Source: an optimization exercise on an open RTL-to-GDS flow (aim: small area and a short achievable clock period). Production flows keep margins and buffers that such runs may drop.
Where RTL was checked, it was by simulation tests only, not by an equivalence proof against the original.
Power figures rest on the tool's default switching activity, not on a simulated workload.

Design shifter_io_wrapper, start of the top module:
module shifter_io_wrapper #(
    parameter integer WIDTH = 32,
    parameter integer BLOCK = 16
)(
    input  wire             clk,
    input  wire             v_in,
    input  wire [1:0]       opcode,
    input  wire [4:0]       shamt,
    input  wire [31:0]      din,
    output reg  [31:0]      dout,
    output reg              v_out
);
Size in the first run: ~310 cells after synthesis, ~3000 um^2 of cells after synthesis.
clock: 2.5 ns
lec_check: 0
cap_margin: 20
core_margin: 2
core_utilization: 40
setup_slack_margin: 1.05
slew_margin: 20
synth_hierarchical: 1
standard.sh (not shown) runs the stock make flow with config.mk's settings and CLKGATE_MAP_FILE= SYNTH_SCRIPT=/design/flow/synth_recipe.tcl, a recipe that flattens the netlist after the stock synthesis.
==> flow/flow/run.sh <==
#!/bin/bash
# Standard ORFS layout, with the port buffers made of the smallest buffer and
# a clock tree built without dummy balancing loads.
set -euo pipefail
bash standard.sh "BUFFER_PORTS_ARGS=-buffer_cell sky130_fd_sc_hd__buf_1" \
  "CTS_ARGS=-sink_clustering_enable -repair_clock_nets -dont_use_dummy_load -buf_list sky130_fd_sc_hd__clkbuf_4" finish > standard_flow.log 2>&1
Next try:
- CORE_UTILIZATION: 40 -> 50
- SETUP_SLACK_MARGIN: 1.05 -> 1.1
The changed run passed the timing, DRC and antenna checks.
Global-route usage rose by 5.1 points.
Die area drops by about a fifth.
Routed wire length is higher by roughly a tenth.
Total power rises by a few percent.
First-iteration DRC count came out lower by about a fifth.
Sequential power grows by a few percent.
Worst hold slack got worse by 0.021 ns.
Clock skew hardly moves.
Design area came out higher by roughly a tenth.
No run of this note included a check of the RTL's function; only the layout flow was run.

* * *

v45:
shifter_io_wrapper, a different RTL version from the one above (not shown whole).
Size: about 310 cells after synthesis, ~70 flip-flops, roughly 74 I/O pins, roughly 2900 sq um of cells after synthesis.
clock: 2.5 ns
lec_check: 0
cap_margin: 20
core_margin: 2
core_utilization: 40
setup_slack_margin: 1.2
slew_margin: 20
synth_hierarchical: 1
==> flow/flow/run.sh <==
#!/bin/bash
# Standard ORFS layout; only the cell used for the port buffers differs.
set -euo pipefail
bash standard.sh "BUFFER_PORTS_ARGS=-buffer_cell sky130_fd_sc_hd__buf_1" finish > standard_flow.log 2>&1
v45 ended with every stage complete and zero timing, DRC or antenna violations.
For v24, these inputs were changed with respect to v45:
- changing SETUP_SLACK_MARGIN from 1.2 to 0.8
- setting ABC_AREA to 1 for the first time
Results
v45 → v24: synthesized cell area increased 130%, sequential power decreased about 5%, met2 layer wire length in the routed design higher. Run comparison: v45 cell class with the largest area share multi-input combinational cells; v24 cell class with the largest area share inverters.
Edits applied to the flow inputs when going from v24 to v49:
- removing ABC_AREA (formerly 1)
- removing SETUP_SLACK_MARGIN (formerly 0.8)
[summary]
Taking v24 as the reference, in v49 combinational power decreased by about 40% relative to the old numbers; count of inverters not on the clock network in the layout lost 771. Clock period minus final worst setup slack up 630 ps in v49 wrt v24. The cell count of the worst reg-to-reg path in v49 sits 5 below the value recorded for v24. v49 — simple-gate share of the synthesized area 36 points lower, v24 as reference. Of v24 and v49, the run reporting the lower clock slew at the register clock pins of the worst setup and hold paths was v24.

* * *

== rev 12 ==
Another version of the RTL of shifter_io_wrapper (not shown whole).
Size in the first run: ~320 cells after synthesis, ~74 I/O pins, roughly 3100 µm² of cells after synthesis.
Settings: LEC_CHECK=0, CAP_MARGIN=20, CORE_MARGIN=2, CORE_UTILIZATION=40, SETUP_SLACK_MARGIN=1.2, SLEW_MARGIN=20, SYNTH_HIERARCHICAL=1; clock period 2.5 ns.
Scripts as last shown in full above: flow/flow/run.sh
diff inputs: rev 12 => rev 13
- SETUP_SLACK_MARGIN changed from 1.2 to 1.1
- CORE_UTILIZATION changed from 40 to 50
==> flow/flow/run.sh <==
#!/bin/bash
# Standard ORFS layout, with the port buffers made of the smallest buffer and
# a clock tree built without dummy balancing loads.
set -euo pipefail
bash standard.sh "BUFFER_PORTS_ARGS=-buffer_cell sky130_fd_sc_hd__buf_1" \
  "CTS_ARGS=-sink_clustering_enable -repair_clock_nets -dont_use_dummy_load -buf_list {sky130_fd_sc_hd__clkbuf_2 sky130_fd_sc_hd__clkbuf_4}" finish > standard_flow.log 2>&1
Notes after the runs:
Rev 13 did not stop at any stage, and its layout met the timing, DRC and antenna checks.
Rev 13 -> rev 12: TritonCTS sink count delta 0, exact match
Diff rev 12 -> rev 13 | power density over the cells | down by a few percent
The area overhead of the layout relative to synthesis number comes out higher for rev 12 vs rev 13.
A capturing instance or port of the critical path of dout[0] is what rev 13 shows, while dout[27] belongs to rev 12.

* * *

The RTL this note starts from:
==> flow/design.v <==
module comb_bit_reverser #(parameter WIDTH = 32) (
    input  wire [WIDTH-1:0] in_data,
    output wire [WIDTH-1:0] out_data
);
    genvar i;
    generate
        for (i = 0; i < WIDTH; i = i + 1) begin : gen_rev
            assign out_data[i] = in_data[WIDTH-1-i];
        end
    endgenerate
endmodule
module comb_block_mux #(
    parameter integer WIDTH = 32,
    parameter integer BLOCK = 16,
    parameter integer BLOCK_OFFSET = 0,
    parameter integer SHIFT_AMT = 1
)(
    input  wire [WIDTH-1:0] in_full,
    input  wire             do_shift,
    input  wire             fill_bit,
    output wire [BLOCK-1:0] out_block
);
    genvar j;
    generate
        for (j = 0; j < BLOCK; j = j + 1) begin : bit_logic
            localparam integer my_idx = BLOCK_OFFSET + j;
            localparam integer src_idx = my_idx + SHIFT_AMT;
            if (src_idx < WIDTH) begin
                assign out_block[j] = do_shift ? in_full[src_idx] : in_full[my_idx];
            end else begin
                assign out_block[j] = do_shift ? fill_bit : in_full[my_idx];
            end
        end
    endgenerate
endmodule
module pipelined_shifter_core #(
    parameter integer WIDTH = 32,  
    parameter integer BLOCK = 16    
)(
    input  wire             clk,
    input  wire [1:0]       opcode,
    input  wire [$clog2(WIDTH)-1:0] shamt, 
    input  wire             v_in,
    input  wire [WIDTH-1:0] din,
    output reg  [WIDTH-1:0] dout,
    output reg              v_out
);
    function integer clog2;
        input integer value;
        begin
            value = value - 1;
            for (clog2 = 0; value > 0; clog2 = clog2 + 1)
                value = value >> 1;
        end
    endfunction
    localparam integer STAGES = clog2(WIDTH);  
    reg [WIDTH-1:0] pipe_data  [STAGES:0]; 
    reg [STAGES-1:0] pipe_shamt [STAGES:0];  
    reg             pipe_fill  [STAGES:0];
    reg             pipe_rev   [STAGES:0];
    reg             pipe_valid [STAGES:0];
    wire [WIDTH-1:0] din_reversed;
    comb_bit_reverser #(.WIDTH(WIDTH)) rev_in (.in_data(din), .out_data(din_reversed));
    wire is_left  = (opcode == 2'b00);
    wire is_arith = (opcode == 2'b10);
    always @(posedge clk) begin
        pipe_data[STAGES]  <= is_left ? din_reversed : din;
        pipe_fill[STAGES]  <= is_arith ? din[WIDTH-1] : 1'b0;
        pipe_rev[STAGES]   <= is_left;
        pipe_shamt[STAGES] <= shamt;
        pipe_valid[STAGES] <= v_in;
    end
    genvar i, b;
    generate
        for (i = STAGES - 1; i >= 0; i = i - 1) begin : gen_stages
            localparam integer SHIFT_AMT = 1 << i;
            wire [WIDTH-1:0] stage_comb_res;
            for (b = 0; b < WIDTH/BLOCK; b = b + 1) begin : gen_blocks
                comb_block_mux #(
                    .WIDTH(WIDTH), 
                    .BLOCK(BLOCK), 
                    .BLOCK_OFFSET(b*BLOCK), 
                    .SHIFT_AMT(SHIFT_AMT)
                ) u_blk (
                    .in_full(pipe_data[i+1]), 
                    .do_shift(pipe_shamt[i+1][i]), 
                    .fill_bit(pipe_fill[i+1]),
                    .out_block(stage_comb_res[b*BLOCK +: BLOCK])
                );
            end
            always @(posedge clk) begin
                pipe_data[i]  <= stage_comb_res;
                pipe_shamt[i] <= pipe_shamt[i+1];  
                pipe_fill[i]  <= pipe_fill[i+1];
                pipe_rev[i]   <= pipe_rev[i+1];
                pipe_valid[i] <= pipe_valid[i+1];
            end
        end
    endgenerate
    wire [WIDTH-1:0] data_final_reversed;
    comb_bit_reverser #(.WIDTH(WIDTH)) rev_out (.in_data(pipe_data[0]), .out_data(data_final_reversed));
    always @(posedge clk) begin
        dout  <= pipe_rev[0] ? data_final_reversed : pipe_data[0];
        v_out <= pipe_valid[0];
    end
endmodule
module shifter_io_wrapper #(
    parameter integer WIDTH = 32,
    parameter integer BLOCK = 16
)(
    input  wire             clk,
    input  wire             v_in,
    input  wire [1:0]       opcode,
    input  wire [4:0]       shamt,
    input  wire [31:0]      din,
    output reg  [31:0]      dout,
    output reg              v_out
);
    integer i;
    wire is_left = (opcode == 2'b00);
    wire fill    = (opcode == 2'b10) & din[31];
    reg [31:0] a0;
    always @* for (i = 0; i < 32; i = i + 1) a0[i] = is_left ? din[31-i] : din[i];
    wire [31:0] a1 = shamt[4] ? {{16{fill}}, a0[31:16]} : a0;
    wire [31:0] a2 = shamt[3] ? {{8{fill}},  a1[31:8]}  : a1;
    wire [31:0] a3 = shamt[2] ? {{4{fill}},  a2[31:4]}  : a2;
    reg [31:0] m_data;
    reg [1:0]  m_sh;
    reg        m_fill, m_left, m_v;
    always @(posedge clk) begin
        m_data <= a3;
        m_sh   <= shamt[1:0];
        m_fill <= fill;
        m_left <= is_left;
        m_v    <= v_in;
    end
    wire [31:0] b1 = m_sh[1] ? {{2{m_fill}}, m_data[31:2]} : m_data;
    wire [31:0] b2 = m_sh[0] ? {m_fill, b1[31:1]} : b1;
    reg [31:0] b3;
    always @* for (i = 0; i < 32; i = i + 1) b3[i] = m_left ? b2[31-i] : b2[i];
    always @(posedge clk) begin
        dout  <= b3;
        v_out <= m_v;
    end
endmodule
==> flow/config.mk <==
export PLATFORM = sky130hd
export DESIGN_NAME = shifter_io_wrapper
export DESIGN_NICKNAME = shifter_io_wrapper
export VERILOG_FILES = /design/flow/design.v
export SDC_FILE = /design/flow/constraint.sdc
export NUM_CORES = 4
export LEC_CHECK = 0
export ABC_AREA = 1
export ABC_CLOCK_PERIOD_IN_PS = 2500
export CAP_MARGIN = 20
export CORE_MARGIN = 2
export CORE_UTILIZATION = 40
export SETUP_SLACK_MARGIN = 0.8
export SLEW_MARGIN = 20
==> flow/constraint.sdc <==
create_clock -name core_clock -period 2.5 [get_ports {clk}]
set_input_delay 0.5000 -clock core_clock [delete_from_list [all_inputs] [get_ports {clk}]]
set_output_delay 0.5000 -clock core_clock [all_outputs]
set_load 0.01 [all_outputs]
==> flow/flow/run.sh <==
#!/bin/bash
# Standard ORFS layout; only the cell used for the port buffers differs.
set -euo pipefail
bash standard.sh "BUFFER_PORTS_ARGS=-buffer_cell sky130_fd_sc_hd__buf_1" finish > standard_flow.log 2>&1
Then changed:
- ABC_CLOCK_PERIOD_IN_PS: 2500 -> unset
- SETUP_SLACK_MARGIN: 0.8 -> unset
Count of clock-buffer cells in the layout stays the same.
Non-clock buffer count does not change.
Power is about the same.
Final cell count is unchanged.
Sequential power hardly moves.
Worst setup slack degrades by 0.14 ns.
Combinational power stays flat.
Hold slack improves by 0.0036 ns.
Utilization shrinks by 0.14 points.
Then changed:
==> flow/run.sh (new file) <==
#!/bin/bash
# synth_recipe.tcl (not shown) runs the flow's synth.tcl, then flattens the netlist and writes it again
# the make line also repeats each setting of config.mk as NAME=value (left out here)
make -C /OpenROAD-flow-scripts/flow DESIGN_CONFIG=/design/flow/config.mk WORK_HOME=/design/flow/orfs CLKGATE_MAP_FILE= SYNTH_SCRIPT=/design/flow/synth_recipe.tcl finish
- ABC_AREA: 1 -> unset
- SETUP_SLACK_MARGIN: unset -> 1.0
removed: flow/flow/run.sh
removed: flow/standard.sh
After rerunning:
- The changed run passed the timing, DRC and antenna checks
- count of clock-buffer cells in the layout came out lower by 1
- worst hold slack gains 0.089 ns
- design area rises by 36%
- final cell count went down by about 15%
- first-iteration DRC count grows by about 36%
- flip-flop and latch count does not change
No run of this note included a check of the RTL's function; only the layout flow was run.

static timing again, ports no longer ideal:
How much do the figures lean on ideal ports? The routed layouts below were timed once more, with nothing changed but the port constraints.
Step 1 assumes that a clkbuf_16 drives the clock port and a buf_2 every other input.
Step 2 adds t to the input delays and takes it off the output delays; t is the mean of the earliest and latest rising clock arrival at the registers after step 1. Input paths then give back, and output paths get back, about the clock's delay inside the block.
a / b / c = ideal ports / drivers / drivers and shift; a / b = the first two.
run | shift t [ns] | setup WS [ns] | worst hold slack (ns) | worst setup path at the end
the first run of note 1 | 0.414 | 1.048 / 1.048 / 0.720 | 0.200 / 0.193 / 0.333 | input to register
the second run of note 1 | 0.432 | 1.043 / 1.043 / 0.796 | 0.179 / 0.173 / 0.333 | input to register
v45 | 0.365 | 1.002 / 0.980 / 0.615 | 0.243 / 0.238 / 0.330 | input to register
v24 | 0.369 | 1.021 / 1.029 / 0.670 | 0.251 / 0.239 / 0.328 | input to register
v49 | 0.364 | 0.393 / 0.402 / 0.038 | 0.244 / 0.239 / 0.330 | input to register
rev 12 | 0.377 | 1.143 / 1.143 / 0.872 | 0.239 / 0.231 / 0.332 | input to register
rev 13 | 0.427 | 1.144 / 1.117 / 0.758 | 0.178 / 0.176 / 0.337 | input to register
the first run of note 4 | 0.374 | 0.919 / 0.919 / 0.611 | 0.237 / 0.229 / 0.332 | input to register
the second run of note 4 | 0.371 | 0.779 / 0.779 / 0.487 | 0.241 / 0.233 / 0.332 | input to register
the third run of note 4 | 0.368 | 0.808 / 0.797 / 0.428 | 0.330 / 0.330 / 0.330 | input to register
After both steps every run listed still meets setup and hold. For v45, which loses most, drivers alone change the setup slack by -0.022 ns; drivers and shift together by -0.387 ns.
